This is an optimization exercise on Yosys and OpenROAD, whose aim is small area and a short achievable clock period, not a production implementation.
At most, simulation tests tie the RTL to the original design; equivalence was not proved.
Function not checked in runs 2 to 6: the RTL went through the layout flow alone.

==> flow/design.v (outline; a module is shown in full before it is edited, if it fits) <==
// module fadd_core: 113 lines
// module benc: 17 lines
// module fmul_core: 97 lines
// module mul24: 1432 lines
// module mfa: 3 lines
// module mha: 3 lines
// module mbsel: 3 lines
// module mbseln: 3 lines
// module mxor: 3 lines
// module fpu_addmul: 181 lines
module fpu_addmul(
  input  wire        clk,
  input  wire        op,      
  input  wire [31:0] s,
  input  wire [31:0] t,
  output wire [31:0] d
);
  // ...
==> flow/flow/run.sh <==
#!/bin/bash
set -euo pipefail
export SETUP_SLACK_MARGIN=7
export BUFFER_PORTS_ARGS="-buffer_cell sky130_fd_sc_hd__buf_2"
bash standard.sh > standard.log 2>&1
==> flow/standard.sh <==
#!/bin/bash
# synth_recipe.tcl (not shown) runs the flow's synth.tcl, then flattens the netlist and writes it again
# the make line also repeats each setting of config.mk as NAME=value (left out here)
make -C /OpenROAD-flow-scripts/flow DESIGN_CONFIG=/design/flow/config.mk WORK_HOME=/design/flow/orfs CLKGATE_MAP_FILE= SYNTH_SCRIPT=/design/flow/synth_recipe.tcl "${@:-finish}"
==> flow/config.mk <==
export PLATFORM = sky130hd
export DESIGN_NAME = fpu_addmul
export DESIGN_NICKNAME = fpu_addmul
export VERILOG_FILES = /design/flow/design.v
export SDC_FILE = /design/flow/constraint.sdc
export NUM_CORES = 4
export LEC_CHECK = 0
export CAP_MARGIN = 10
export CORE_MARGIN = 2
export CORE_UTILIZATION = 40
export CTS_BUF_LIST = sky130_fd_sc_hd__clkbuf_4 sky130_fd_sc_hd__clkbuf_8
export SLEW_MARGIN = 10
export SYNTH_HIERARCHICAL = 1
export TNS_END_PERCENT = 5
==> flow/constraint.sdc <==
create_clock -name core_clock -period 13.0 [get_ports {clk}]
set_input_delay 2.6000 -clock core_clock [delete_from_list [all_inputs] [get_ports {clk}]]
set_output_delay 2.6000 -clock core_clock [all_outputs]
set_load 0.01 [all_outputs]
==> summary.txt, run 1 <==
Cells and area
  • Signal buffers: 222
  • Share of layout cells above drive strength 1: 14.0%
  • Fraction of area in multi-input gates: 77.6%
  • #MultiIn Comb: 3105
  • Final net count: 4188
  • Design area: 33700 µm²
  • Multi-input gate area: 26100 µm²

Global routing
  • Initial antenna violation count: 7
  • GRT Overall Usage: 28.0%
  • Met1 Track Usage GR: 37.7%

Critical path
  • CP Data Required Time: 13.37 ns
  • R2r setup slk: 6.99 ns
  • Crit path kind: reg -> reg

CTS
  • CTS tree: yes
  • Hold-fix buffers, CTS: 0
  • Post-CTS setup buffers: 11

Logic synthesis
  • Post-synthesis mux area share: 8.01%
  • Post-Synth Adder-Cell Area: 23.9%
  • Cell area after synthesis: 31500 µm²
  • Synth Area in Compound Gates: 22.3%

Status
  • Status: finished clean

Die
  • IO Pins: 98

Place
  • Placed Area: 32200 µm²
==> module fpu_addmul, before the edit <==
module fpu_addmul(
  input  wire        clk,
  input  wire        op,      
  input  wire [31:0] s,
  input  wire [31:0] t,
  output wire [31:0] d
);
function [48:0] skl_carry;
  input [47:0] a;
  input [47:0] b;
  input        ci;
  reg   [48:0] cg, cp;
  integer i, k;
  begin
    cg = {a & b, ci};
    cp = {a ^ b, 1'b0};
    for (k = 0; k < 6; k = k + 1)
      for (i = 0; i < 49; i = i + 1)
        if (((i >> k) & 1) == 1) begin
          cg[i] = cg[i] | (cp[i] & cg[((i >> k) << k) - 1]);
          cp[i] = cp[i] & cp[((i >> k) << k) - 1];
        end
    skl_carry = cg;
  end
endfunction
function [4:0] lzc32;
  input [31:0] x;
  reg [15:0] v0, p0;
  reg [7:0]  v1; reg [15:0] p1;
  reg [3:0]  v2; reg [11:0] p2;
  reg [1:0]  v3; reg [7:0]  p3;
  integer k;
  begin
    for (k = 0; k < 16; k = k + 1) begin
      v0[k] = x[2*k+1] | x[2*k];
      p0[k] = ~x[2*k+1];
    end
    for (k = 0; k < 8; k = k + 1) begin
      v1[k] = v0[2*k+1] | v0[2*k];
      p1[2*k+1 -: 2] = v0[2*k+1] ? {1'b0, p0[2*k+1]} : {1'b1, p0[2*k]};
    end
    for (k = 0; k < 4; k = k + 1) begin
      v2[k] = v1[2*k+1] | v1[2*k];
      p2[3*k+2 -: 3] = v1[2*k+1] ? {1'b0, p1[4*k+3 -: 2]} : {1'b1, p1[4*k+1 -: 2]};
    end
    for (k = 0; k < 2; k = k + 1) begin
      v3[k] = v2[2*k+1] | v2[2*k];
      p3[4*k+3 -: 4] = v2[2*k+1] ? {1'b0, p2[6*k+5 -: 3]} : {1'b1, p2[6*k+2 -: 3]};
    end
    lzc32 = v3[1] ? {1'b0, p3[7:4]} : {1'b1, p3[3:0]};
  end
endfunction
wire [7:0]  es = s[30:23], et = t[30:23];
wire [22:0] ms = s[22:0],  mt = t[22:0];
wire [48:0] cmp_c = skl_carry({17'd0, t[30:0]}, {17'd0, ~s[30:0]}, 1'b1);
wire        sgt = ~cmp_c[31];             
wire        eqm = s[30:0] == t[30:0];
wire [31:0] g_a = sgt ? s : t;
wire [31:0] l_a = sgt ? t : s;
wire        is_add = s[31] == t[31];
wire [48:0] dst_c = skl_carry({40'd0, es}, {40'd0, ~et}, 1'b1);
wire [48:0] dts_c = skl_carry({40'd0, et}, {40'd0, ~es}, 1'b1);
wire [7:0]  dst = es ^ ~et ^ dst_c[7:0];
wire [7:0]  dts = et ^ ~es ^ dts_c[7:0];
wire        ege = dst_c[8];               
wire [26:0] l27_st = {2'b01, mt, 2'b00} >> dst[4:0];    
wire [26:0] l27_ts = {2'b01, ms, 2'b00} >> dts[4:0];    
wire [26:0] l27_a  = sgt ? l27_st : l27_ts;
reg [31:0] pos, pot;
integer j;
always @* begin
  pos[0] = ms[0];
  pot[0] = mt[0];
  for (j = 1; j < 32; j = j + 1) begin
    pos[j] = (j >= 23) | pos[j-1] | ms[j < 23 ? j : 0];
    pot[j] = (j >= 23) | pot[j-1] | mt[j < 23 ? j : 0];
  end
end
wire [31:0] qs = {pos[28:0], 3'b000}, qt = {pot[28:0], 3'b000};
wire       sticky_a = ege ? qt[dst[4:0]] : qs[dts[4:0]];
reg mst1_a, mst0_a;
always @* begin
  mst1_a = 1'b0;
  mst0_a = 1'b0;
  for (j = 0; j <= 21; j = j + 1) mst1_a = mst1_a | (pos[j] & pot[21-j]);
  for (j = 0; j <= 20; j = j + 1) mst0_a = mst0_a | (pos[j] & pot[20-j]);
end
wire [8:0] esum = {1'b0, es} + {1'b0, et};
wire [11:0] none_s, ntwo_s, none_t, ntwo_t;
wire [10:0] neg_s, neg_t;
benc u_es(.m(ms), .none(none_s), .ntwo(ntwo_s), .neg(neg_s));
benc u_et(.m(mt), .none(none_t), .ntwo(ntwo_t), .neg(neg_t));
wire s_zero = s[30:0] == 31'd0, t_zero = t[30:0] == 31'd0;
wire s_nan = (es == 8'd255) & (ms != 23'd0), t_nan = (et == 8'd255) & (mt != 23'd0);
wire s_inf = (es == 8'd255) & (ms == 23'd0), t_inf = (et == 8'd255) & (mt == 23'd0);
wire lnan_a = s_nan & t_nan;
reg         op1, sgt1, big1, lsign1, sticky1, eqm1, add1, cin1;
reg         lzero1, lnan1, linf1, mst1_1, mst0_1, ovf1_1, ovf0_1, udf1;
reg  [31:0] g1;
reg  [26:0] l27x1;
reg  [7:0]  nexp0_1;
reg  [11:0] none1, ntwo1;
reg  [10:0] neg1;
always @(posedge clk) begin
  op1     <= op;
  sgt1    <= sgt;
  eqm1    <= eqm;
  add1    <= is_add;
  cin1    <= ~is_add;           
  g1      <= g_a;
  lsign1  <= l_a[31];
  l27x1   <= (is_add | lnan_a) ? l27_a : ~l27_a;    
  sticky1 <= sticky_a;
  big1    <= ege ? dst > 8'd24 : dts > 8'd24;
  lzero1  <= s_zero | t_zero;
  lnan1   <= lnan_a;
  linf1   <= (s_inf & (t_inf | t_nan)) | (t_inf & (s_inf | s_nan));
  mst1_1  <= mst1_a;
  mst0_1  <= mst0_a;
  ovf1_1  <= esum >= 9'd381;
  ovf0_1  <= esum >= 9'd382;
  udf1    <= esum < 9'd127;
  nexp0_1 <= esum[7:0] - 8'd127;
  none1   <= sgt ? none_t : none_s;
  ntwo1   <= sgt ? ntwo_t : ntwo_s;
  neg1    <= sgt ? neg_t  : neg_s;
end
wire        a_sign, a_rsh, a_sta, a_stb, a_inc, a_rinc, a_infa;
wire [7:0]  a_e0;
wire [4:0]  a_esub;
wire [25:0] a_v, a_vsp;
wire        a_sp;
wire        m_sign, m_rsh, m_sta, m_stb, m_ovf;
wire [7:0]  m_e0;
wire [25:0] m_v, m_vsp;
wire        m_sp;
fadd_core u_add(.g(g1), .is_add(add1), .cin(cin1), .lsign(lsign1), .l27x(l27x1), .sticky0(sticky1),
  .big(big1), .eqm(eqm1), .lzero(lzero1), .lnan(lnan1), .linf(linf1),
  .sign(a_sign), .e0(a_e0), .esub(a_esub), .v(a_v), .vsp(a_vsp), .sp(a_sp), .rsh(a_rsh), .sta(a_sta), .stb(a_stb),
  .inc(a_inc), .rinc(a_rinc), .infa(a_infa));
fmul_core u_mul(.g(g1), .lsign(lsign1), .lman(l27x1[24:2]), .sgt(sgt1),
  .lzero(lzero1), .lnan(lnan1), .linf(linf1),
  .st1(mst1_1), .st0(mst0_1), .ovf1(ovf1_1), .ovf0(ovf0_1), .udf(udf1), .nexp0(nexp0_1),
  .none(none1), .ntwo(ntwo1), .neg(neg1),
  .sign(m_sign), .e0(m_e0), .v(m_v), .vsp(m_vsp), .sp_o(m_sp), .rsh(m_rsh), .sta(m_sta), .stb(m_stb), .ovfm(m_ovf));
wire        sel_m = op1 & ~m_sp, sel_a = ~op1 & ~a_sp;
reg         sign2, rsh2, sta2, stb2, sub2, inc2, rinc2, infa2, ovfm2, e253_2, e254_2;
reg  [7:0]  e02;
reg  [4:0]  esub2;
reg  [25:0] v2;
always @(posedge clk) begin
  sign2 <= op1 ? m_sign : a_sign;
  e02   <= op1 ? m_e0   : a_e0;
  esub2 <= op1 ? 5'd0   : a_esub;
  v2    <= ({26{sel_m}} & m_v) | ({26{sel_a}} & a_v) | (op1 ? m_vsp : (a_sp ? a_vsp : 26'd0));
  rsh2  <= (sel_m & m_rsh) | (sel_a & a_rsh);
  sta2  <= op1 ? m_sta  : a_sta;
  stb2  <= op1 ? m_stb  : a_stb;
  sub2  <= ~op1 & ~add1;
  inc2  <= ~op1 & a_inc;
  rinc2 <= op1 | a_rinc;
  infa2 <= ~op1 & a_infa;
  ovfm2 <= op1 & m_ovf;
  e253_2 <= a_e0 == 8'd253;
  e254_2 <= a_e0 == 8'd254;
end
wire [24:0] w  = rsh2 ? v2[25:1] : v2[24:0];
wire        st = rsh2 ? stb2 : sta2;
wire        flag  = w[1] & (w[0] | (sub2 ? w[2] & ~st : w[2] | st));
wire [23:0] man_r = {1'b0, w[24:2]} + {23'd0, flag};
wire        cri   = inc2 & flag & (&w[24:2]);    
wire [7:0]  e0p1  = e02 + 8'd1;
wire [7:0]  e0p2  = e02 + 8'd2;
wire [7:0]  e0ms  = e02 - {3'd0, esub2};
wire [7:0]  e0ms1 = e0ms + 8'd1;
wire        rr    = rsh2 & rinc2;
wire [7:0]  exp_r = sub2 ? (cri ? e0ms1 : e0ms) :
                    (rr ? (cri ? e0p2 : e0p1) : (cri ? e0p1 : e02));
wire        inf_r = rsh2 & ((infa2 & (cri ? e253_2 : e254_2)) | ovfm2);
assign d = {sign2, inf_r ? 8'd255 : exp_r, inf_r ? 23'd0 : man_r[22:0]};
endmodule
==> run 2: changes to the inputs <==
--- a/flow/design.v
+++ b/flow/design.v
@@ -1739,5 +1739,7 @@
 wire        ege = dst_c[8];               
-wire [26:0] l27_st = {2'b01, mt, 2'b00} >> dst[4:0];    
-wire [26:0] l27_ts = {2'b01, ms, 2'b00} >> dts[4:0];    
-wire [26:0] l27_a  = sgt ? l27_st : l27_ts;
+wire        eeq = es == et;
+wire [4:0]  rs5 = ege ? dst[4:0] : dts[4:0];
+wire [22:0] ml_e = ege ? mt : ms;
+wire [26:0] l27_e = {2'b01, ml_e, 2'b00} >> rs5;
+wire [26:0] l27_a = eeq ? {2'b01, sgt ? mt : ms, 2'b00} : l27_e;
 reg [31:0] pos, pot;
--- a/flow/config.mk
+++ b/flow/config.mk
@@ -7,3 +7,3 @@
 export LEC_CHECK = 0
-export CAP_MARGIN = 10
+export CAP_MARGIN = 20
 export CORE_MARGIN = 2
@@ -11,3 +11,3 @@
 export CTS_BUF_LIST = sky130_fd_sc_hd__clkbuf_4 sky130_fd_sc_hd__clkbuf_8
-export SLEW_MARGIN = 10
+export SLEW_MARGIN = 20
 export SYNTH_HIERARCHICAL = 1
==> run 2 against run 1 <==
  * Routed wire length is 1.5% higher
  * Final cell count about the same
  * Area after synthesis fell by 0.18%
  * Sequential share of layout area fell by 0.19 points
==> summary.txt, run 2 <==
STA
  • Worst slew pin tran: 1.20 ns (was 1.28 ns)
  • Tmin final: 6.03 ns (was 6.01 ns)
  • Final setup viols: 0 (unchanged)
  • Fin. max-slew vios: 0 (unchanged)
  • Relative slew slack: 19.5% (was 13.8%)
  • Clk_skew: 0.0265 ns (was 0.0235 ns)
  • RSZ-0062 raised after global routing: yes (unchanged)
  • Final hold slack: 0.593 ns (was 0.636 ns)
  • Fin. Hold Viols: 0 (unchanged)
  • Fmax: 166 MHz (about the same)
  • Setup TNS: 0 ns (unchanged)
  • Period utilization: 46.4% (was 46.2%)

Place
  • Gpl congestion: 0.998 (was 0.961)
  • Placed Area: 32300 µm² (was 32200 µm²)
  • Port bufs: 97 (unchanged)
  • Post-DP HPWL: 84400 µm (was 82700 µm)

CTS
  • Hold-fix buffers, CTS: 0 (unchanged)
  • Clock sinks: 168 (unchanged)
  • Latest clock arrival within the worst-skew pair: 0.55 ns (was 0.51 ns)
  • CTS buffer count: 17 (unchanged)
  • H-tree depth: 4 (unchanged)
  • CTS root buffer: clkbuf_8 (unchanged)
  • CTS tree: yes (unchanged)
  • Clk buf depth: 2 (unchanged)
  • Worst-path clk slew: 0.09 ns (was 0.11 ns)

Status
  • Status: finished clean (unchanged)

Logic synthesis
  • Area leader, netlist: fa_1 (unchanged)
  • Ys async rst share: 0% (unchanged)
  • Synth Flop Type: dfxtp_1 (unchanged)
  • Post-synthesis average cell area: 8.56 µm² (was 8.47 µm²)
  • Ys Warns: 9 (unchanged)
  • Synth top cells by count: xor2_1 (298), fa_1 (267), o22ai_1 (257) (was xor2_1 (313), fa_1 (267), nand2_1 (262))
  • Yosys top cell area share: 17.0% (about the same)
  • Top-count cell post-synth: xor2_1 (unchanged)
  • Synth Instances: 3670 (was 3716)
  • Cell area after synthesis: 31400 µm² (was 31500 µm²)
  • Count of cell types in the netlist: 121 (was 124)
  • Post-synth EDFFs: 0 (unchanged)
  • Top post-synthesis cells by area: fa_1 (17%), dfxtp_1 (11%), xor2_1 (8.3%), ha_1 (6.9%), o22ai_1 (5.1%) (was fa_1 (17%), dfxtp_1 (11%), xor2_1 (8.7%), ha_1 (6.8%), o22ai_1 (5.1%))
  • Yosys reg bits: 168 (unchanged)
  • Sequential fraction of the synthesis area: 10.7% (about the same)

Cells and area
  • Largest registers: g1: 32 flops, l27x1: 27 flops, v2: 26 flops (unchanged)
  • Design area: 34300 µm² (was 33700 µm²)
  • Register name with the most flops: g1 (unchanged)
  • Most frequent cells in the layout: xor2_1 (293), fa_1 (260), o22ai_1 (254) (was xor2_1 (312), fa_1 (263), nand2_1 (261))
  • Share of layout cells above drive strength 1: 16.9% (was 14.0%)
  • Final net count: 4186 (was 4188)
  • Synthesis-to-finish area growth: 9.22% (was 7.05%)
  • Largest register FFs: 32 (unchanged)
  • Leading cell type in the layout, fill and taps excluded: xor2_1 (unchanged)
  • Finished Core Util: 44.2% (was 43.3%)

Route
  • Wire per inst: 25.2 µm (was 24.8 µm)
  • Final WL: 119000 µm (was 117000 µm)
  • DR pass1 iterations: 7 (was 8)
  • DR vias/cell: 6.33 (was 6.29)
  • Routed vias: 29962 (was 29815)
  • Initial drt markers: 3446 (was 3364)
  • Detail Route Antenna Nets: 0 (unchanged)
  • Residual DRC count: 0 (unchanged)

Critical path
  • CP Data Required Time: 13.39 ns (was 13.37 ns)
  • Crit end category: register (unchanged)
  • Worst setup SP type: register (unchanged)
  • Crit path kind: reg -> reg (unchanged)
  • Max FO, Critical Path: 24 (unchanged)
  • Arrival time worst endpoint: 6.42 ns (was 6.38 ns)

Run
  • Max-cap violation count: 0 (unchanged)

Die
  • Core box area: 77600 µm² (was 77700 µm²)
  • Die X: 284 µm (about the same)
  • Starting Density: 40.5% (about the same)
  • Die Y: 284 µm (about the same)
  • IO Pins: 98 (unchanged)
  • Number of rows in the core area: 102 (unchanged)
  • Die area: 80800 µm² (was 80900 µm²)

Global routing
  • First-pass GRT wire length: 180000 µm (was 176000 µm)
  • Initial antenna violation count: 6 (was 7)
  • Total gr overflow: 0 (unchanged)
  • Largest net degree at the start of global routing: 77 (was 83)
  • Number of global-route vias before repair: 28614 (was 28769)
  • GRT Overall Usage: 28.8% (was 28.0%)

Hold path
  • Min-delay worst type: reg -> reg (unchanged)
==> run 2: cell count changes in the layout (fill, tap and decap cells not counted), moves of 30 or more <==
cell | before | now
buf_4 | 95 | 131
nor2_1 | 209 | 175
mux2_2 | 62 | 92
mux2_1 | 44 | 5
nor3_1 | 50 | 83
nand2_1 | 261 | 206
==> run 2: stage by stage <==
step | cells | setup WS [ns]
floorplan | 3674 | 6.91
global placement | 4628 | 5.14
detailed placement | 4628 | 5.03
CTS | 4705 | 6.85
global route | 4734 | 6.79
finish | 4734 | 6.97
==> run 2: cell families (layout without fill, tap and decap cells) <==
group / count (synthesis) / in the layout / share of synthesized area, %
compound gates: 1039 / 1039 / 22.1
fa+ha+maj: 440 / 440 / 23.9
mux: 228 / 229 / 8.55
xor+xnor: 422 / 422 / 11.8
buf+inv: 450 / 468 / 7.34
simple gates: 920 / 920 / 15.6
other cells: 3 / 8 / 0.0358
flops: 168 / 168 / 10.7
==> run 2: final cells by class <==
cell class                      instances  area, µm²
Multi-Input combinational cell       3057      26500
Timing Repair inverter                  1       7.51
Clock buffer                           17        234
Timing Repair Buffer                  262       1970
Antenna cell                            1       2.50
Clock inverter                         14        183
Fill cell                            7801      43300
Tap cell                             1040       1300
Sequential cell                       168       3450
Inverter                              174        697
==> run 2: path summary, 6_finish.rpt <==
check | cells past startpoint | end | slack (ns) | from
setup / recovery | 22 | v2[16] | 6.97 | g1[15]
hold / removal | 1 | sta2 | 0.59 | mst0_1
setup reg to reg | 22 | v2[16] | 6.97 | g1[15]
hold reg to reg | 1 | sta2 | 0.59 | mst0_1
==> run 2: critical path: stages, from the launching register on <==
cell     delay [ns]
dfxtp_1        0.33
buf_6          0.16
inv_1          0.09
buf_12         0.17
o22ai_1        0.21
xor2_1         0.22
fa_1           0.47
fa_1           0.49
fa_1           0.39
fa_1           0.47
fa_1           0.54
ha_4           0.22
a21oi_2        0.16
o21ai_1        0.12
a221o_1        0.39
a21oi_4        0.18
nand2_8        0.10
a21bo_4        0.24
a21oi_4        0.21
nor3_1         0.07
a311o_1        0.31
a21oi_2        0.18
a21oi_2        0.11
==> run 2: layer usage <==
layer / vias up / routed length, µm / GRT usage (%)
met4: 0 / 5440 / 12.0
met2: 1716 / 52000 / 43.9
li1: 13379 / - / -
met3: 319 / 11600 / 5.51
met1: 14548 / 50200 / 39.6
met5: - / 0 / 0
==> run 2: repair_timing <==
action / in CTS / in global routing
gates resized for setup: 127 / 95
pin swaps: 11 / 28
setup endpoints to repair: 143 / 133
gates cloned: 3 / 0
setup buffers: 43 / 28
endpoints found under the hold margin: 0 / 0
==> run 2: Yosys stat by module, one instance, submodules excluded, a selection <==
| module | cell area, µm² | times used | flops+latches |
|---|---|---|---|
| mxor | 8.76 | 242 | 0 |
| mha | 12.5 | 28 | 0 |
| benc | 382 | 2 | 0 |
| mul24 | 1450 | 1 | 0 |
| mbseln | 8.76 | 22 | 0 |
| mfa | 20.0 | 256 | 0 |
==> module fadd_core, before the edit <==
module fadd_core(
  input  wire [31:0] g,
  input  wire        is_add,
  input  wire        cin,      
  input  wire        lsign,
  input  wire [26:0] l27x,
  input  wire        sticky0,
  input  wire        big,
  input  wire        eqm,      
  input  wire        lzero,
  input  wire        lnan,
  input  wire        linf,
  output wire        sign,
  output wire [7:0]  e0,
  output wire [4:0]  esub,
  output wire [25:0] v,        
  output wire [25:0] vsp,      
  output wire        sp,
  output wire        rsh,      
  output wire        sta,
  output wire        stb,
  output wire        inc,
  output wire        rinc,
  output wire        infa
);
function [48:0] skl_carry;
  input [47:0] a;
  input [47:0] b;
  input        ci;
  reg   [48:0] cg, cp;
  integer i, k;
  begin
    cg = {a & b, ci};
    cp = {a ^ b, 1'b0};
    for (k = 0; k < 6; k = k + 1)
      for (i = 0; i < 49; i = i + 1)
        if (((i >> k) & 1) == 1) begin
          cg[i] = cg[i] | (cp[i] & cg[((i >> k) << k) - 1]);
          cp[i] = cp[i] & cp[((i >> k) << k) - 1];
        end
    skl_carry = cg;
  end
endfunction
function [4:0] lzc32;
  input [31:0] x;
  reg [15:0] v0, p0;
  reg [7:0]  v1; reg [15:0] p1;
  reg [3:0]  v2; reg [11:0] p2;
  reg [1:0]  v3; reg [7:0]  p3;
  integer k;
  begin
    for (k = 0; k < 16; k = k + 1) begin
      v0[k] = x[2*k+1] | x[2*k];
      p0[k] = ~x[2*k+1];
    end
    for (k = 0; k < 8; k = k + 1) begin
      v1[k] = v0[2*k+1] | v0[2*k];
      p1[2*k+1 -: 2] = v0[2*k+1] ? {1'b0, p0[2*k+1]} : {1'b1, p0[2*k]};
    end
    for (k = 0; k < 4; k = k + 1) begin
      v2[k] = v1[2*k+1] | v1[2*k];
      p2[3*k+2 -: 3] = v1[2*k+1] ? {1'b0, p1[4*k+3 -: 2]} : {1'b1, p1[4*k+1 -: 2]};
    end
    for (k = 0; k < 2; k = k + 1) begin
      v3[k] = v2[2*k+1] | v2[2*k];
      p3[4*k+3 -: 4] = v2[2*k+1] ? {1'b0, p2[6*k+5 -: 3]} : {1'b1, p2[6*k+2 -: 3]};
    end
    lzc32 = v3[1] ? {1'b0, p3[7:4]} : {1'b1, p3[3:0]};
  end
endfunction
wire [7:0]  eg = g[30:23];
wire [22:0] mg = g[22:0];
wire [26:0] g27 = {2'b01, mg, 2'b00};
wire [48:0] d27_c = skl_carry({21'd0, g27}, {21'd0, l27x}, cin);
wire [26:0] d27 = g27 ^ l27x ^ d27_c[26:0];
wire        sr = d27[26];
wire        eg0 = eg == 8'd0;
wire        egs = eg <= 8'd26;
wire [25:0] capbit = (egs && !eg0) ? (26'd1 << (8'd26 - eg)) : 26'd0;
wire [4:0]  sl = lzc32({d27[25:0] | capbit, 6'b100000});
wire [25:0] himask = ~(capbit - 26'd1);
wire        capped = egs && !eg0 && ((d27[25:0] & himask) == 26'd0);
wire [24:0] wsub = eg0 ? 25'd0 : (d27[24:0] << sl);
wire g_max = eg == 8'd255;
wire g_nan = g_max & (mg != 23'd0);
wire g_inf = g_max & (mg == 23'd0);
wire d_zero = ~is_add & eqm;
reg [31:0] sv;
reg        special;
always @* begin
  special = 1'b1;
  sv = g;
  if (lnan) sv = {lsign, 8'd255, l27x[24:2]};
  else if (g_nan) sv = g;
  else if (g_inf & linf) sv = is_add ? {g[31], 8'd255, 23'd0} : 32'h7fc00000;
  else if (g_inf) sv = {g[31], 8'd255, 23'd0};
  else if (lzero | big) sv = g;
  else if (d_zero) sv = 32'd0;
  else special = 1'b0;
end
assign sign = special ? sv[31] : g[31];
assign e0   = special ? sv[30:23] : (is_add ? eg : (eg0 ? 8'd225 : (capped ? 8'd0 : eg)));
assign esub = (special | is_add | eg0 | capped) ? 5'd0 : sl;
assign v    = is_add ? d27[25:0] : {1'b0, wsub};
assign vsp  = {1'b0, sv[22:0], 2'b00};
assign sp   = special;
assign rsh  = is_add & sr;
assign sta  = sticky0;
assign stb  = sticky0 | d27[0];
assign inc  = ~special & (is_add | ~capped);
assign rinc = ~special & is_add;
assign infa = ~special & is_add;
endmodule
==> run 3: changes to the inputs <==
--- a/flow/design.v
+++ b/flow/design.v
@@ -6,2 +6,3 @@
   input  wire [26:0] l27x,
+  input  wire [22:0] lman,     
   input  wire        sticky0,
@@ -92,3 +93,3 @@
   sv = g;
-  if (lnan) sv = {lsign, 8'd255, l27x[24:2]};
+  if (lnan) sv = {lsign, 8'd255, lman};
   else if (g_nan) sv = g;
@@ -1739,7 +1740,5 @@
 wire        ege = dst_c[8];               
-wire        eeq = es == et;
-wire [4:0]  rs5 = ege ? dst[4:0] : dts[4:0];
-wire [22:0] ml_e = ege ? mt : ms;
-wire [26:0] l27_e = {2'b01, ml_e, 2'b00} >> rs5;
-wire [26:0] l27_a = eeq ? {2'b01, sgt ? mt : ms, 2'b00} : l27_e;
+wire [26:0] l27_st = {2'b01, mt, 2'b00} >> dst[4:0];    
+wire [26:0] l27_ts = {2'b01, ms, 2'b00} >> dts[4:0];    
+wire [26:0] l27_a  = sgt ? l27_st : l27_ts;
 reg [31:0] pos, pot;
@@ -1772,6 +1771,6 @@
 wire lnan_a = s_nan & t_nan;
-reg         op1, sgt1, big1, lsign1, sticky1, eqm1, add1, cin1;
+reg         op1, sgt1, big1, lsign1, sticky1, eqm1, add1, cin1, inv1;
 reg         lzero1, lnan1, linf1, mst1_1, mst0_1, ovf1_1, ovf0_1, udf1;
 reg  [31:0] g1;
-reg  [26:0] l27x1;
+reg  [26:0] l27_1;
 reg  [7:0]  nexp0_1;
@@ -1787,3 +1786,4 @@
   lsign1  <= l_a[31];
-  l27x1   <= (is_add | lnan_a) ? l27_a : ~l27_a;    
+  l27_1   <= l27_a;
+  inv1    <= ~is_add & ~lnan_a;    
   sticky1 <= sticky_a;
@@ -1812,3 +1812,3 @@
 wire        m_sp;
-fadd_core u_add(.g(g1), .is_add(add1), .cin(cin1), .lsign(lsign1), .l27x(l27x1), .sticky0(sticky1),
+fadd_core u_add(.g(g1), .is_add(add1), .cin(cin1), .lsign(lsign1), .l27x(l27_1 ^ {27{inv1}}), .lman(l27_1[24:2]), .sticky0(sticky1),
   .big(big1), .eqm(eqm1), .lzero(lzero1), .lnan(lnan1), .linf(linf1),
@@ -1816,3 +1816,3 @@
   .inc(a_inc), .rinc(a_rinc), .infa(a_infa));
-fmul_core u_mul(.g(g1), .lsign(lsign1), .lman(l27x1[24:2]), .sgt(sgt1),
+fmul_core u_mul(.g(g1), .lsign(lsign1), .lman(l27_1[24:2]), .sgt(sgt1),
   .lzero(lzero1), .lnan(lnan1), .linf(linf1),
==> run 3 against run 2 <==
  * Sequential cell count stayed put
  * Worst hold slack better by 0.040 ns
  * Synthesized cell count is 2.6% higher
  * Critical endpoint is now d[11]
==> summary.txt, run 3 <==
Status
  • Status: finished clean (unchanged)

CTS
  • Clk buf depth: 2 (unchanged)
  • Hold-fix buffers, CTS: 0 (unchanged)
  • Latest clock arrival within the worst-skew pair: 0.50 ns (was 0.55 ns)
  • Worst-path clk slew: 0.11 ns (was 0.09 ns)
  • CTS root buffer: clkbuf_8 (unchanged)
  • CTS tree: yes (unchanged)
  • H-tree depth: 4 (unchanged)
  • CTS buffer count: 17 (unchanged)
  • Clock sinks: 168 (unchanged)

Place
  • Port bufs: 97 (unchanged)
  • Post-DP HPWL: 84700 µm (was 84400 µm)
  • Placed Area: 32100 µm² (was 32300 µm²)
  • Post-Place Worst Slack: 6.25 ns (was 5.03 ns)
  • Gpl congestion: 0.985 (was 0.998)

Route
  • Residual DRC count: 0 (unchanged)
  • DR pass1 iterations: 9 (was 7)
  • Detail Route Antenna Nets: 0 (unchanged)
  • Routed vias: 30248 (was 29962)
  • Final WL: 119000 µm (about the same)
  • Wire per inst: 24.6 µm (was 25.2 µm)
  • Initial drt markers: 3508 (was 3446)
  • DR vias/cell: 6.26 (was 6.33)

STA
  • Tmin final: 6.02 ns (was 6.03 ns)
  • Relative slew slack: 27.4% (was 19.5%)
  • Clk_skew: 0.0264 ns (was 0.0265 ns)
  • Final setup viols: 0 (unchanged)
  • Fmax: 166 MHz (about the same)
  • Final hold slack: 0.633 ns (was 0.593 ns)
  • Worst slew pin tran: 1.08 ns (was 1.20 ns)
  • Fin. max-slew vios: 0 (unchanged)
  • RSZ-0062 raised after global routing: yes (unchanged)
  • Setup TNS: 0 ns (unchanged)
  • Final worst slack: 6.98 ns (was 6.97 ns)
  • Fin. Hold Viols: 0 (unchanged)
  • Period utilization: 46.3% (was 46.4%)

Logic synthesis
  • Count of cell types in the netlist: 118 (was 121)
  • Ys async rst share: 0% (unchanged)
  • Yosys reg bits: 168 (unchanged)
  • Top post-synthesis cells by area: fa_1 (17%), dfxtp_1 (11%), xor2_1 (9.2%), ha_1 (6.9%), o22ai_1 (5.4%) (was fa_1 (17%), dfxtp_1 (11%), xor2_1 (8.3%), ha_1 (6.9%), o22ai_1 (5.1%))
  • Post-Synth Adder-Cell Area: 24.0% (was 23.9%)
  • Synth Area in Compound Gates: 24.3% (was 22.1%)
  • Yosys top cell area share: 17.1% (was 17.0%)
  • Post-synthesis average cell area: 8.28 µm² (was 8.56 µm²)
  • Synth Instances: 3765 (was 3670)
  • Xor and xnor fraction of the mapped netlist area: 12.4% (was 11.8%)
  • Simple-Gate Fraction of Synth Area: 14.7% (was 15.6%)
  • Synth Flop Type: dfxtp_1 (unchanged)
  • Cell area after synthesis: 31200 µm² (was 31400 µm²)
  • Top-count cell post-synth: xor2_1 (unchanged)
  • Ys Warns: 9 (unchanged)
  • Sequential fraction of the synthesis area: 10.8% (was 10.7%)
  • Synth top cells by count: xor2_1 (329), nand2_1 (290), fa_1 (267), o22ai_1 (267), a21oi_1 (216) (was xor2_1 (298), fa_1 (267), o22ai_1 (257))
  • Area leader, netlist: fa_1 (unchanged)
  • Post-synth EDFFs: 0 (unchanged)
  • Post-synthesis mux area share: 6.34% (was 8.55%)
  • Largest family of logic cells by synthesized area: compound AO/OA/AOI/OAI gates (was adder cells)

Cells and area
  • Largest register FFs: 32 (unchanged)
  • Leading cell type in the layout, fill and taps excluded: xor2_1 (unchanged)
  • Most frequent cells in the layout: xor2_1 (324), nand2_1 (286), fa_1 (257) (was xor2_1 (293), fa_1 (260), o22ai_1 (254))
  • Design area: 34200 µm² (was 34300 µm²)
  • Final net count: 4281 (was 4186)
  • Register name with the most flops: g1 (unchanged)
  • Synthesis-to-finish area growth: 9.66% (was 9.22%)
  • Largest registers: g1: 32 flops, l27_1: 26 flops, v2: 26 flops (was g1: 32 flops, l27x1: 27 flops, v2: 26 flops)
  • Share of layout cells above drive strength 1: 15.4% (was 16.9%)

Die
  • IO Pins: 98 (unchanged)
  • Starting Density: 40.3% (was 40.5%)
  • Core box area: 77300 µm² (was 77600 µm²)
  • Die area: 80200 µm² (was 80800 µm²)
  • Die X: 283 µm (was 284 µm)
  • Number of rows in the core area: 102 (unchanged)
  • Die Y: 283 µm (was 284 µm)

Critical path
  • CP Data Required Time: 10.40 ns (was 13.39 ns)
  • Worst r2r path cells: 24 (was 22)
  • Worst setup SP type: register (unchanged)
  • Crit end category: output pin (was register)
  • Crit path kind: reg -> out (was reg -> reg)
  • R2r startpoint: inv1 (was g1[15])
  • Arrival time worst endpoint: 3.42 ns (was 6.42 ns)
  • R2r setup slk: 7.08 ns (was 6.97 ns)
  • Max FO, Critical Path: 11 (was 24)
  • FF-to-FF End: v2[13] (was v2[16])

Hold path
  • Hold path endpoint: sign2 (was sta2)
  • Hold Path Stages: 3 (was 1)
  • Worst min-delay path startpoint: lsign1 (was mst0_1)
  • Min-delay worst type: reg -> reg (unchanged)

Global routing
  • Largest net degree at the start of global routing: 87 (was 77)
  • GRT Overall Usage: 28.6% (was 28.8%)
  • Total gr overflow: 0 (unchanged)
  • Number of global-route vias before repair: 29051 (was 28614)
  • First-pass GRT wire length: 180000 µm (about the same)
  • Initial antenna violation count: 4 (was 6)

Run
  • Max-cap violation count: 0 (unchanged)
## run 3: cells by family after synthesis
group / after synthesis
compound gates: 1151
simple gates: 922
buf+inv: 465
xor+xnor: 443
fa+ha+maj: 439
mux: 174
flops: 168
other cells: 3
## run 3: how the worst max path moves through the flow
stage	startpoint	to	slack, ns	cells after the start
after floorplan	rsh2	d[20]	6.92	17
after global placement	g1[23]	e254_2	6.21	20
after detailed placement	s[1]	l27_1[19]	6.25	14
after CTS	g1[5]	v2[16]	6.79	21
after global routing	rsh2	d[11]	6.87	16
final	rsh2	d[11]	6.98	16
## run 3: modules after synthesis (local to each module, per instance), excerpt
| module | flops+latches | times used | cell area, µm² | cells |
|---|---|---|---|---|
| benc | 0 | 2 | 382 | 58 |
| mul24 | 0 | 1 | 1450 | 213 |
| fadd_core | 0 | 1 | 5380 | 831 |
| fpu_addmul | 168 | 1 | 12200 | 1554 |
| mbsel | 0 | 242 | 6.26 | 1 |
| fmul_core | 0 | 1 | 2050 | 261 |
| mfa | 0 | 256 | 20.0 | 1 |
## run 3: critical path: stages, from the launching register on
cell and delay (ns):
dfxtp_4 0.37, buf_12 0.14, o21ba_4 0.21, o32ai_2 0.07
a21o_2 0.21, inv_2 0.06, ha_4 0.16, nand3_4 0.09
a2111o_1 0.51, buf_6 0.17, nor2_4 0.11, and3_4 0.20
nand2_2 0.06, a21oi_2 0.15, a211oi_2 0.05, nor3_1 0.20
buf_2 0.17
## run 3: repair_timing
| item | 4_1_cts | 5_1_grt |
|---|---|---|
| gates resized for setup | 68 | 177 |
| gates cloned | 7 | 2 |
| pin swaps | 7 | 47 |
| setup endpoints to repair | 104 | 109 |
| setup buffers | 21 | 60 |
## run 3: layout make-up
| type | instances | area, µm² |
|---|---|---|
| tap | 1040 | 1300 |
| inverter | 169 | 682 |
| fill | 7834 | 43100 |
| clock buffer | 18 | 248 |
| sequential | 168 | 3460 |
| multi-input combinational | 3136 | 26200 |
| clock inverter | 13 | 111 |
| timing repair inverter | 6 | 42.5 |
| antenna | 1 | 2.50 |
| timing repair buffer | 278 | 2110 |
## run 3: metrics by stage
step | util, % | std cells
after floorplan | - | 3769
after global placement | 41.5 | 4707
final | 44.2 | 4829
after CTS | 42.6 | 4766
after detailed placement | 41.5 | 4707
after global routing | 44.2 | 4829
## run 3: metal layers
layer  global-route usage, %  share of wire (%)  vias up
li1                        -                  -    13621
met1                    39.3                 42    14579
met2                    43.7                 43     1735
met3                    6.54                 11      309
met4                    10.7                4.0        4
met5                       0              0.027        -
==> run 4: changes to the inputs <==
==> flow/flow/run.sh (replaced) <==
#!/bin/bash
set -euo pipefail
export SETUP_SLACK_MARGIN=7.5
export BUFFER_PORTS_ARGS="-buffer_cell sky130_fd_sc_hd__buf_2"
bash standard.sh > standard.log 2>&1
==> run 4 against run 3 <==
  * Still clean
  * Clock-buffer cell count is 1 higher
  * Worst hold slack better by 0.014 ns
  * Via count is 2.8% higher
  * Final cell count is 1.5% higher
  * Highest routed layer unchanged
==> summary.txt, run 4 <==
Cells and area
  • Largest register FFs: 32 (unchanged)
  • Share of layout cells above drive strength 1: 20.4% (was 15.4%)
  • Synthesis-to-finish area growth: 15.7% (was 9.66%)
  • Design area: 36100 µm² (was 34200 µm²)
  • Leading cell type in the layout, fill and taps excluded: xor2_1 (unchanged)
  • Most frequent cells in the layout: xor2_1 (318), nand2_1 (287), fa_1 (239) (was xor2_1 (324), nand2_1 (286), fa_1 (257))
  • Largest registers: g1: 32 flops, l27_1: 26 flops, v2: 26 flops (unchanged)
  • Register name with the most flops: g1 (unchanged)
  • Final net count: 4353 (was 4281)
  • Fill count: 7498 (was 7834)

Status
  • Status: finished clean (unchanged)

Critical path
  • CP Data Required Time: 13.38 ns (was 10.40 ns)
  • Arrival time worst endpoint: 6.28 ns (was 3.42 ns)
  • Worst setup SP type: register (unchanged)
  • Max FO, Critical Path: 6 (was 11)
  • Crit path kind: reg -> reg (was reg -> out)
  • Crit end category: register (was output pin)

Die
  • Die X: 283 µm (unchanged)
  • Die Y: 283 µm (unchanged)
  • Starting Density: 40.3% (unchanged)
  • Core box area: 77300 µm² (unchanged)
  • Number of rows in the core area: 102 (unchanged)
  • Die area: 80200 µm² (unchanged)
  • IO Pins: 98 (unchanged)

STA
  • RSZ-0062 raised after global routing: yes (unchanged)
  • Final setup viols: 0 (unchanged)
  • Tmin final: 5.90 ns (was 6.02 ns)
  • Fin. Hold Viols: 0 (unchanged)
  • Worst slew pin tran: 1.22 ns (was 1.08 ns)
  • Fmax: 169 MHz (was 166 MHz)
  • Relative slew slack: 18.9% (was 27.4%)
  • Period utilization: 45.4% (was 46.3%)
  • Fin. max-slew vios: 0 (unchanged)
  • Setup TNS: 0 ns (unchanged)
  • Clk_skew: 0.0240 ns (was 0.0264 ns)

CTS
  • CTS buffer count: 17 (unchanged)
  • CTS tree: yes (unchanged)
  • Clock sinks: 168 (unchanged)
  • Worst-path clk slew: 0.10 ns (was 0.11 ns)
  • Latest clock arrival within the worst-skew pair: 0.50 ns (about the same)
  • Clk buf depth: 2 (unchanged)
  • CTS root buffer: clkbuf_8 (unchanged)
  • H-tree depth: 4 (unchanged)

Logic synthesis
  • Synth top cells by count: xor2_1 (329), nand2_1 (290), fa_1 (267), o22ai_1 (267), a21oi_1 (216) (unchanged)
  • Post-synth EDFFs: 0 (unchanged)
  • Synth Flop Type: dfxtp_1 (unchanged)
  • Count of cell types in the netlist: 118 (unchanged)
  • Synth Instances: 3765 (unchanged)
  • Cell area after synthesis: 31200 µm² (unchanged)
  • Top post-synthesis cells by area: fa_1 (17%), dfxtp_1 (11%), xor2_1 (9.2%), ha_1 (6.9%), o22ai_1 (5.4%) (unchanged)
  • Post-synthesis average cell area: 8.28 µm² (unchanged)
  • Ys async rst share: 0% (unchanged)
  • Ys Warns: 9 (unchanged)
  • Top-count cell post-synth: xor2_1 (unchanged)
  • Area leader, netlist: fa_1 (unchanged)
  • Yosys reg bits: 168 (unchanged)
  • Yosys top cell area share: 17.1% (unchanged)
  • Sequential fraction of the synthesis area: 10.8% (unchanged)

Global routing
  • Initial antenna violation count: 6 (was 4)
  • Number of global-route vias before repair: 29794 (was 29051)
  • First-pass GRT wire length: 187000 µm (was 180000 µm)
  • Total gr overflow: 0 (unchanged)
  • Largest net degree at the start of global routing: 91 (was 87)
  • GRT Overall Usage: 29.9% (was 28.6%)

Route
  • Final WL: 125000 µm (was 119000 µm)
  • Residual DRC count: 0 (unchanged)
  • Detail Route Antenna Nets: 0 (unchanged)
  • DR vias/cell: 6.34 (was 6.26)
  • Routed vias: 31084 (was 30248)
  • Initial drt markers: 3642 (was 3508)
  • DR pass1 iterations: 6 (was 9)
  • Wire per inst: 25.5 µm (was 24.6 µm)

Place
  • Post-DP HPWL: 84700 µm (about the same)
  • Placed Area: 32300 µm² (was 32100 µm²)
  • Port bufs: 97 (unchanged)
  • Gpl congestion: 0.961 (was 0.985)

Run
  • Max-cap violation count: 0 (unchanged)

Hold path
  • Min-delay worst type: reg -> reg (unchanged)
[run 4: cell counts after synthesis]
No cell type changed its count.
[run 4: critical path: stages (launching register included)]
cell	delay, ns
dfxtp_4	0.37
clkinvlp_4	0.26
buf_12	0.25
o22ai_4	0.19
xor2_2	0.21
fa_2	0.47
fa_1	0.51
fa_2	0.36
fa_1	0.45
fa_1	0.53
ha_4	0.23
a21oi_4	0.14
o21ai_2	0.08
a221o_1	0.39
a21oi_4	0.19
nand2_8	0.11
a21bo_4	0.24
a21oi_4	0.21
xnor2_1	0.15
a21oi_1	0.10
a21oi_1	0.36
[run 4: layout make-up]
type,count,area (µm²),area share (%)
diodes,2,5.00,0.0139
clock buffers,19,262,0.725
clock inverters,13,156,0.434
inverters,169,721,2.00
multi-input cells,3138,27000,74.8
flip-flops and latches,168,3560,9.86
well taps,1040,1300,3.61
repair buffers,337,2970,8.22
repair inverters,17,125,0.347
[run 4: logic make-up after synthesis]
group,share of synthesized area (%)
AOI/OAI and AO/OA,24.3
xor gates and xnor gates,12.4
adders and majority gates,24.0
buffers and inverters,7.41
DFF,10.8
muxes,6.33
other,0.0361
and+or+nand+nor,14.7
[run 4: timing repair]
| item | CTS | global route |
|---|---|---|
| buffers inserted | 143 | 36 |
| setup endpoints to repair | 133 | 144 |
| pin swaps | 44 | 53 |
| hold buffers | 0 | 0 |
| endpoints found under the hold margin | 0 | 0 |
| gates cloned | 23 | 1 |
| resized for setup | 200 | 105 |
[run 4: per-module statistics from Yosys (local to each module, per instance), excerpt]
module / cell area, µm² / cells / times used / flops+latches
mbsel: 6.26 / 1 / 242 / 0
fadd_core: 5380 / 831 / 1 / 0
mul24: 1450 / 213 / 1 / 0
mbseln: 8.76 / 1 / 22 / 0
fpu_addmul: 12200 / 1554 / 1 / 168
benc: 382 / 58 / 2 / 0
mha: 12.5 / 1 / 28 / 0
[run 4: through the flow]
stage	worst slack (ns)	hold slack, ns	cells	util, %
floorplan	7.42	0.384	3769	-
global placement	6.18	0.607	4666	41.8
detailed placement	6.14	0.619	4666	41.8
CTS	7.10	0.634	4864	45.5
global route	6.98	0.645	4902	46.6
finish	7.10	0.647	4903	46.6
[run 4: final timing paths]
check	from	end	slack, ns	depth (start not counted)
worst max-delay path	g1[19]	v2[14]	7.10	20
worst min register to register	lsign1	sign2	0.65	3
worst max register to register	g1[19]	v2[14]	7.10	20
worst min-delay path	lsign1	sign2	0.65	3
[run 4: routing by layer]
| metal | up-vias | global-route usage [%] | part of all wire, % |
|---|---|---|---|
| met5 | - | 0 | 0.032 |
| met1 | 14899 | 40.9 | 41 |
| met2 | 2006 | 45.6 | 43 |
| li1 | 13767 | - | - |
| met4 | 6 | 12.7 | 4.9 |
| met3 | 406 | 6.07 | 11 |
==> run 5: changes to the inputs <==
==> flow/flow/run.sh (replaced) <==
#!/bin/bash
set -euo pipefail
export SETUP_SLACK_MARGIN=7.25
export BUFFER_PORTS_ARGS="-buffer_cell sky130_fd_sc_hd__buf_2"
bash standard.sh > standard.log 2>&1
==> run 5 against run 4 <==
  * Global-route usage fell by 0.65 points
  * Worst hold slack got worse by 0.043 ns
  * Final cell count shrank 0.37%
==> summary.txt, run 5 <==
Critical path
  • Most frequent CP cell: fa_1
  • Buf+Inv Stages, Crit Path: 3 (was 2)
  • CP Data Required Time: 13.46 ns (was 13.38 ns)
  • Crit path kind: reg -> reg (unchanged)
  • Delay-heaviest family, CP: adder cells (unchanged)
  • CP peak stage delay: 0.60 ns (was 0.53 ns)
  • Max FO, Critical Path: 10 (was 6)
  • CP Cell Sequence: clkinvlp_4, buf_4, buf_4, o22ai_1, xor2_1, fa_1, fa_1, fa_1, fa_1, fa_1, ha_4, a21o_1, a21oi_2, o211ai_1, a21oi_2, nor2b_1, a211oi_4, o21bai_1, a21oi_1, xnor2_1, a21oi_1, a21oi_1 (was clkinvlp_4, buf_12, o22ai_4, xor2_2, fa_2, fa_1, fa_2, fa_1, fa_1, ha_4, a21oi_4, o21ai_2, a221o_1, a21oi_4, nand2_8, a21bo_4, a21oi_4, xnor2_1, a21oi_1, a21oi_1)
  • Worst setup SP type: register (unchanged)
  • Crit end category: register (unchanged)
  • Arrival time worst endpoint: 6.43 ns (was 6.28 ns)
  • CP max-delay cell: fa_1 (unchanged)

STA
  • RSZ-0062 raised after global routing: yes (unchanged)
  • Setup TNS: 0 ns (unchanged)
  • Period utilization: 45.9% (was 45.4%)
  • Final worst slack: 7.03 ns (was 7.10 ns)
  • Final setup viols: 0 (unchanged)
  • Relative slew slack: 29.6% (was 18.9%)
  • Worst slew pin tran: 1.06 ns (was 1.22 ns)
  • Tmin final: 5.97 ns (was 5.90 ns)
  • Fin. max-slew vios: 0 (unchanged)
  • Clk_skew: 0.0246 ns (was 0.0240 ns)
  • Fmax: 167 MHz (was 169 MHz)
  • Fin. Hold Viols: 0 (unchanged)

Logic synthesis
  • Ys async rst share: 0% (unchanged)
  • Ys Warns: 9 (unchanged)
  • Post-synth EDFFs: 0 (unchanged)
  • Post-synthesis average cell area: 8.28 µm² (unchanged)
  • Top-count cell post-synth: xor2_1 (unchanged)
  • Cell area after synthesis: 31200 µm² (unchanged)
  • Synth Instances: 3765 (unchanged)
  • Area leader, netlist: fa_1 (unchanged)
  • Count of cell types in the netlist: 118 (unchanged)
  • Synth Flop Type: dfxtp_1 (unchanged)
  • Yosys reg bits: 168 (unchanged)
  • Yosys top cell area share: 17.1% (unchanged)
  • Synth top cells by count: xor2_1 (329), nand2_1 (290), fa_1 (267), o22ai_1 (267), a21oi_1 (216) (unchanged)
  • Top post-synthesis cells by area: fa_1 (17%), dfxtp_1 (11%), xor2_1 (9.2%), ha_1 (6.9%), o22ai_1 (5.4%) (unchanged)
  • Sequential fraction of the synthesis area: 10.8% (unchanged)

Route
  • Initial drt markers: 3707 (was 3642)
  • Routed vias: 30842 (was 31084)
  • Wire per inst: 25.0 µm (was 25.5 µm)
  • Detail Route Antenna Nets: 0 (unchanged)
  • WL met3: 12700 µm (was 13500 µm)
  • Top Layer Used: met5 (unchanged)
  • Final WL: 122000 µm (was 125000 µm)
  • DR vias/cell: 6.31 (was 6.34)
  • Residual DRC count: 0 (unchanged)
  • Metal2 WL: 52500 µm (was 54000 µm)
  • DR pass1 iterations: 6 (unchanged)
  • DRT met1 WL: 51800 µm (was 51200 µm)

Die
  • Number of rows in the core area: 102 (unchanged)
  • Die X: 283 µm (unchanged)
  • Die Y: 283 µm (unchanged)
  • Core box area: 77300 µm² (unchanged)
  • Starting Density: 40.3% (unchanged)
  • Die area: 80200 µm² (unchanged)
  • IO Pins: 98 (unchanged)

Global routing
  • Number of global-route vias before repair: 29379 (was 29794)
  • Total gr overflow: 0 (unchanged)
  • Largest net degree at the start of global routing: 83 (was 91)
  • Initial antenna violation count: 3 (was 6)
  • First-pass GRT wire length: 183000 µm (was 187000 µm)
  • GRT Overall Usage: 29.2% (was 29.9%)

Place
  • Post-Place Worst Slack: 6.19 ns (was 6.14 ns)
  • Post-DP HPWL: 84100 µm (was 84700 µm)
  • Gpl congestion: 0.979 (was 0.961)
  • Cells after DPL: 4688 (was 4666)
  • Port bufs: 97 (unchanged)
  • Placed Area: 32200 µm² (was 32300 µm²)

Cells and area
  • Design area: 35600 µm² (was 36100 µm²)
  • Register name with the most flops: g1 (unchanged)
  • Fill count: 7648 (was 7498)
  • Most frequent cells in the layout: xor2_1 (313), nand2_1 (286), fa_1 (245) (was xor2_1 (318), nand2_1 (287), fa_1 (239))
  • Multi-input gate area: 26800 µm² (was 27000 µm²)
  • Share of layout cells above drive strength 1: 19.4% (was 20.4%)
  • Post-Layout Cell Count: 4885 (was 4903)
  • Largest registers: g1: 32 flops, l27_1: 26 flops, v2: 26 flops (unchanged)
  • Largest register FFs: 32 (unchanged)
  • Leading cell type in the layout, fill and taps excluded: xor2_1 (unchanged)
  • Seq. cell area: 3520 µm² (was 3560 µm²)
  • Final net count: 4336 (was 4353)
  • Synthesis-to-finish area growth: 14.1% (was 15.7%)

CTS
  • CTS buffer count: 17 (unchanged)
  • CTS root buffer: clkbuf_8 (unchanged)
  • Clk buf depth: 2 (unchanged)
  • Hold-fix buffers, CTS: 0 (unchanged)
  • Worst-path clk slew: 0.11 ns (was 0.10 ns)
  • CTS tree: yes (unchanged)
  • H-tree depth: 4 (unchanged)
  • Clock sinks: 168 (unchanged)
  • Latest clock arrival within the worst-skew pair: 0.55 ns (was 0.50 ns)

Status
  • Status: finished clean (unchanged)

Run
  • Max-cap violation count: 0 (unchanged)

Hold path
  • Min-delay worst type: reg -> reg (unchanged)
-- run 5: worst paths after layout --
path	from	slack [ns]	endpoint	cells after the start
setup / recovery	g1[21]	7.03	v2[21]	22
setup reg to reg	g1[21]	7.03	v2[21]	22
hold / removal	sticky1	0.60	sta2	1
hold reg to reg	sticky1	0.60	sta2	1
-- run 5: area by class of cell --
cell class,count,share of cell area (%)
clock buffer,18,0.679
timing repair buffer,328,7.71
multi-input combinational,3136,75.4
tap,1040,3.66
timing repair inverter,11,0.225
inverter,169,2.01
sequential,168,9.89
clock inverter,14,0.383
antenna,1,0.00703
-- run 5: cell families after synthesis --
kind of cell / after synthesis / share of synthesized area (%)
buffers and inverters: 465 / 7.41
multiplexers: 174 / 6.33
AND/OR/NAND/NOR: 922 / 14.7
adder cells (fa/ha/maj): 439 / 24.0
other: 3 / 0.0361
flip-flops: 168 / 10.8
XOR/XNOR: 443 / 12.4
AO/OA/AOI/OAI: 1151 / 24.3
-- run 5: modules after synthesis, one instance, submodules excluded, excerpt --
module      copies in the design  flops+latches  area (µm²)  cells inside
fpu_addmul                     1            168       12200          1554
fadd_core                      1              0        5380           831
fmul_core                      1              0        2050           261
mul24                          1              0        1450           213
benc                           2              0         382            58
mha                           28              0        12.5             1
mbseln                        22              0        8.76             1
mxor                         242              0        8.76             1
mbsel                        242              0        6.26             1
-- run 5: layer usage --
layer  vias up  GRT usage (%)
li1      13724              -
met1     14928           40.5
met2      1885           43.8
met3       303           6.59
met4         2           11.7
met5         -              0
-- run 5: what timing repair did --
item,CTS,global route
gates resized for setup,169,175
setup endpoints to repair,108,136
buffers inserted,100,48
pin swaps,33,83
cloned,15,1
-- run 5: per-stage QoR --
stage / util (%) / hold WS, ns
6_report: 46.0 / 0.604
5_1_grt: 46.0 / 0.606
4_1_cts: 44.3 / 0.586
3_5_place_dp: 41.6 / 0.576
3_3_place_gp: 41.6 / 0.587
2_1_floorplan: - / 0.384
-- run 5: worst reg2reg max path: cells and delay by family (launching register included) --
kind            cells  cell delay, ns
fa+ha+maj           6            2.69
compound gates     10            1.85
buf+inv             3            0.45
xor+xnor            2            0.42
flops               1            0.39
simple gates        1            0.10
==> run 6: changes to the inputs <==
--- a/flow/design.v
+++ b/flow/design.v
@@ -1732,3 +1732,4 @@
 wire        eqm = s[30:0] == t[30:0];
-wire [31:0] g_a = sgt ? s : t;
+wire [48:0] cmp_d = skl_carry({17'd0, s[30:0]}, {17'd0, ~t[30:0]}, 1'b1);
+wire        sge = cmp_d[31];
 wire [31:0] l_a = sgt ? t : s;
@@ -1740,2 +1741,3 @@
 wire        ege = dst_c[8];               
+wire [31:0] g_a = {sgt ? s[31] : t[31], ege ? es : et, sge ? ms : mt};
 wire [26:0] l27_st = {2'b01, mt, 2'b00} >> dst[4:0];    
@@ -1799,5 +1801,5 @@
   nexp0_1 <= esum[7:0] - 8'd127;
-  none1   <= sgt ? none_t : none_s;
-  ntwo1   <= sgt ? ntwo_t : ntwo_s;
-  neg1    <= sgt ? neg_t  : neg_s;
+  none1   <= sge ? none_t : none_s;
+  ntwo1   <= sge ? ntwo_t : ntwo_s;
+  neg1    <= sge ? neg_t  : neg_s;
 end
==> flow/flow/run.sh (replaced) <==
#!/bin/bash
set -euo pipefail
export SETUP_SLACK_MARGIN=7
export BUFFER_PORTS_ARGS="-buffer_cell sky130_fd_sc_hd__buf_2"
bash standard.sh > standard.log 2>&1
==> run 6 against run 5 <==
  * Still clean
  * Die area grew 1.4%
  * Worst hold slack got worse by 0.013 ns
  * Register-to-register slack lost 0.02 ns
  * Via count down 1.6%
==> summary.txt, run 6 <==
Route
  • Detail Route Antenna Nets: 0 (unchanged)
  • Wire per inst: 24.9 µm (was 25.0 µm)
  • DR vias/cell: 6.28 (was 6.31)
  • Initial drt markers: 3584 (was 3707)
  • Final WL: 120000 µm (was 122000 µm)
  • DR pass1 iterations: 7 (was 6)
  • Routed vias: 30336 (was 30842)
  • Residual DRC count: 0 (unchanged)

Critical path
  • Buf+Inv Stages, Crit Path: 3 (unchanged)
  • Delay-heaviest family, CP: compound AO/OA/AOI/OAI gates (was adder cells)
  • Crit. path cell count: 12 (was 22)
  • CP max-delay cell: buf_4 (was fa_1)
  • Arrival time worst endpoint: 6.32 ns (was 6.43 ns)
  • Worst r2r path cells: 21 (was 22)
  • CP Cell Sequence: buf_2, inv_1, ha_1, nor2b_1, o21a_1, o21ai_1, a21oi_1, a2111oi_0, o221ai_1, a211oi_4, buf_4, mux2i_1 (was clkinvlp_4, buf_4, buf_4, o22ai_1, xor2_1, fa_1, fa_1, fa_1, fa_1, fa_1, ha_4, a21o_1, a21oi_2, o211ai_1, a21oi_2, nor2b_1, a211oi_4, o21bai_1, a21oi_1, xnor2_1, a21oi_1, a21oi_1)
  • CP peak stage delay: 0.69 ns (was 0.60 ns)
  • CP Data Required Time: 13.32 ns (was 13.46 ns)
  • Crit path kind: in -> reg (was reg -> reg)
  • Crit end category: register (unchanged)
  • Max FO, Critical Path: 58 (was 10)
  • Worst setup SP type: input port (was register)

Logic synthesis
  • Area leader, netlist: fa_1 (unchanged)
  • Cell area after synthesis: 31600 µm² (was 31200 µm²)
  • Post-synthesis average cell area: 8.39 µm² (was 8.28 µm²)
  • Top-count cell post-synth: xor2_1 (unchanged)
  • Yosys reg bits: 168 (unchanged)
  • Post-synth EDFFs: 0 (unchanged)
  • Yosys top cell area share: 16.9% (was 17.1%)
  • Synth top cells by count: xor2_1 (325), nand2_1 (288), fa_1 (267) (was xor2_1 (329), nand2_1 (290), fa_1 (267), o22ai_1 (267), a21oi_1 (216))
  • Top post-synthesis cells by area: fa_1 (17%), dfxtp_1 (11%), xor2_1 (9.0%), ha_1 (7.8%), o22ai_1 (5.2%) (was fa_1 (17%), dfxtp_1 (11%), xor2_1 (9.2%), ha_1 (6.9%), o22ai_1 (5.4%))
  • Synth Flop Type: dfxtp_1 (unchanged)
  • Sequential fraction of the synthesis area: 10.6% (was 10.8%)
  • Synth Instances: 3769 (was 3765)
  • Ys async rst share: 0% (unchanged)
  • Ys Warns: 9 (unchanged)
  • Count of cell types in the netlist: 125 (was 118)

STA
  • Relative slew slack: 19.6% (was 29.6%)
  • Final worst slack: 7.00 ns (was 7.03 ns)
  • Final hold slack: 0.590 ns (was 0.604 ns)
  • Tmin final: 6.00 ns (was 5.97 ns)
  • Fin. max-slew vios: 0 (unchanged)
  • Fmax: 167 MHz (about the same)
  • Worst slew pin tran: 1.20 ns (was 1.06 ns)
  • Setup TNS: 0 ns (unchanged)
  • RSZ-0062 raised after global routing: yes (unchanged)
  • Clk_skew: 0.0238 ns (was 0.0246 ns)
  • Final setup viols: 0 (unchanged)
  • Fin. Hold Viols: 0 (unchanged)
  • Period utilization: 46.1% (was 45.9%)

Global routing
  • Initial antenna violation count: 6 (was 3)
  • Number of global-route vias before repair: 28574 (was 29379)
  • GRT Overall Usage: 28.4% (was 29.2%)
  • First-pass GRT wire length: 180000 µm (was 183000 µm)
  • Total gr overflow: 0 (unchanged)
  • Largest net degree at the start of global routing: 78 (was 83)

Die
  • Die Y: 285 µm (was 283 µm)
  • IO Pins: 98 (unchanged)
  • Number of rows in the core area: 103 (was 102)
  • Die X: 285 µm (was 283 µm)
  • Die area: 81300 µm² (was 80200 µm²)
  • Core box area: 78600 µm² (was 77300 µm²)
  • Starting Density: 40.2% (was 40.3%)

CTS
  • Hold-fix buffers, CTS: 0 (unchanged)
  • Clk buf depth: 2 (unchanged)
  • Clock sinks: 168 (unchanged)
  • Worst-path clk slew: 0.09 ns (was 0.11 ns)
  • H-tree depth: 4 (unchanged)
  • CTS buffer count: 17 (unchanged)
  • Latest clock arrival within the worst-skew pair: 0.50 ns (was 0.55 ns)
  • CTS root buffer: clkbuf_8 (unchanged)
  • CTS tree: yes (unchanged)

Cells and area
  • Largest registers: g1: 32 flops, l27_1: 26 flops, v2: 26 flops (unchanged)
  • Largest register FFs: 32 (unchanged)
  • Design area: 34700 µm² (was 35600 µm²)
  • Synthesis-to-finish area growth: 9.76% (was 14.1%)
  • Register name with the most flops: g1 (unchanged)
  • Most frequent cells in the layout: xor2_1 (314), nand2_1 (287), fa_1 (254) (was xor2_1 (313), nand2_1 (286), fa_1 (245))
  • Leading cell type in the layout, fill and taps excluded: xor2_1 (unchanged)
  • Final net count: 4293 (was 4336)
  • Share of layout cells above drive strength 1: 15.9% (was 19.4%)

Place
  • Port bufs: 97 (unchanged)
  • Post-DP HPWL: 86500 µm (was 84100 µm)
  • Post-Place Worst Slack: 6.16 ns (was 6.19 ns)
  • Gpl congestion: 1.01 (was 0.979)
  • Placed Area: 32600 µm² (was 32200 µm²)

Run
  • Max-cap violation count: 0 (unchanged)

Hold path
  • Min-delay worst type: reg -> reg (unchanged)
  • Hold Path Stages: 1 (unchanged)

Status
  • Status: finished clean (unchanged)
## run 6: changes by cell type after synthesis, sizes merged, moves of 11 or more
cell	delta
a211oi	-14
a21oi	+26
buf	+12
clkbuf	-27
ha	+26
inv	+13
mux4	+11
nand3	-11
o21ai	-24
o31ai	-15
or2	-11
## run 6: worst paths after layout
path	startpoint	endpoint	slack (ns)
max	s[1]	g1[19]	7.00
min reg2reg	mst0_1	sta2	0.59
min	mst0_1	sta2	0.59
max reg2reg	g1[21]	v2[25]	7.01
## run 6: Yosys stat by module, one instance, submodules excluded
module | cells | copies in the design | flip-flops and latches
mul24 | 213 | 1 | 0
mbseln | 1 | 22 | 0
benc | 58 | 2 | 0
fpu_addmul | 1582 | 1 | 168
mha | 1 | 28 | 0
mxor | 1 | 242 | 0
mfa | 1 | 256 | 0
fmul_core | 261 | 1 | 0
fadd_core | 807 | 1 | 0
mbsel | 1 | 242 | 0
## run 6: cells by family after synthesis
family,Yosys count,synth area share [%]
fa+ha+maj,467,24.8
simple gates,914,14.5
other cells,3,0.0356
xor+xnor,443,12.3
buf+inv,463,7.32
flops,168,10.6
mux,178,6.74
compound gates,1133,23.7
## run 6: per-stage QoR
| step | cells | util, % |
|---|---|---|
| after floorplan | 3773 | - |
| after detailed placement | 4733 | 41.5 |
| final | 4828 | 44.2 |
| after CTS | 4775 | 42.4 |
| after global routing | 4826 | 44.1 |
| after global placement | 4733 | 41.4 |
## run 6: area by class of cell
type	count	area (µm²)
antenna	4	10.0
clock buffer	18	248
clock inverter	13	203
fill	7938	43900
inverter	182	722
multi-input combinational	3144	26700
sequential	168	3460
tap	1050	1310
timing repair buffer	248	2020
timing repair inverter	1	8.76
## run 6: layer usage
| layer | part of all wire, % | track usage (%) |
|---|---|---|
| met5 | 0 | 0 |
| met4 | 3.6 | 9.23 |
| met3 | 11 | 5.46 |
| met2 | 43 | 43.1 |
| met1 | 42 | 40.3 |
## run 6: repair_timing
action	in CTS	in global routing
setup endpoints to repair	68	67
gates resized for setup	56	214
setup buffers	11	43
pin swaps	3	37
cloned	0	6

port drivers added, routing unchanged:
No port has a modelled driver above. Below, the same layouts with a new extraction and two added sets of constraints.
Step 1 assumes that a clkbuf_16 drives the clock port and a buf_2 every other input.
Step 2 times the ports against the registers' clock, not the clock port: input delays grow and output delays shrink by t, the midpoint of the rising clock arrivals with the driver on.
Slacks: ideal / step 1 / step 2; pairs: ideal / step 1.
run | shift t [ns] | slack for setup (ns) | worst setup path at the end | worst register clock-pin slew, ns | cell pins on the clock port's net
run 1 | 0.566 | 6.990 / 6.936 / 6.678 | input to register | 0.11 / 0.11 | 1
run 2 | 0.604 | 6.965 / 6.965 / 6.423 | input to register | 0.11 / 0.11 | 1
run 3 | 0.555 | 6.978 / 6.914 / 6.807 | input to register | 0.11 / 0.11 | 1
run 4 | 0.556 | 7.098 / 7.069 / 6.693 | input to register | 0.10 / 0.10 | 1
run 5 | 0.597 | 7.030 / 7.030 / 6.734 | input to register | 0.11 / 0.11 | 1
run 6 | 0.546 | 7.002 / 6.983 / 6.492 | input to register | 0.11 / 0.11 | 1
After both steps setup and hold are still met in every run listed. The setup slack of run 2, which loses most, moves by 0.000 ns with the drivers and by -0.542 ns with both steps.
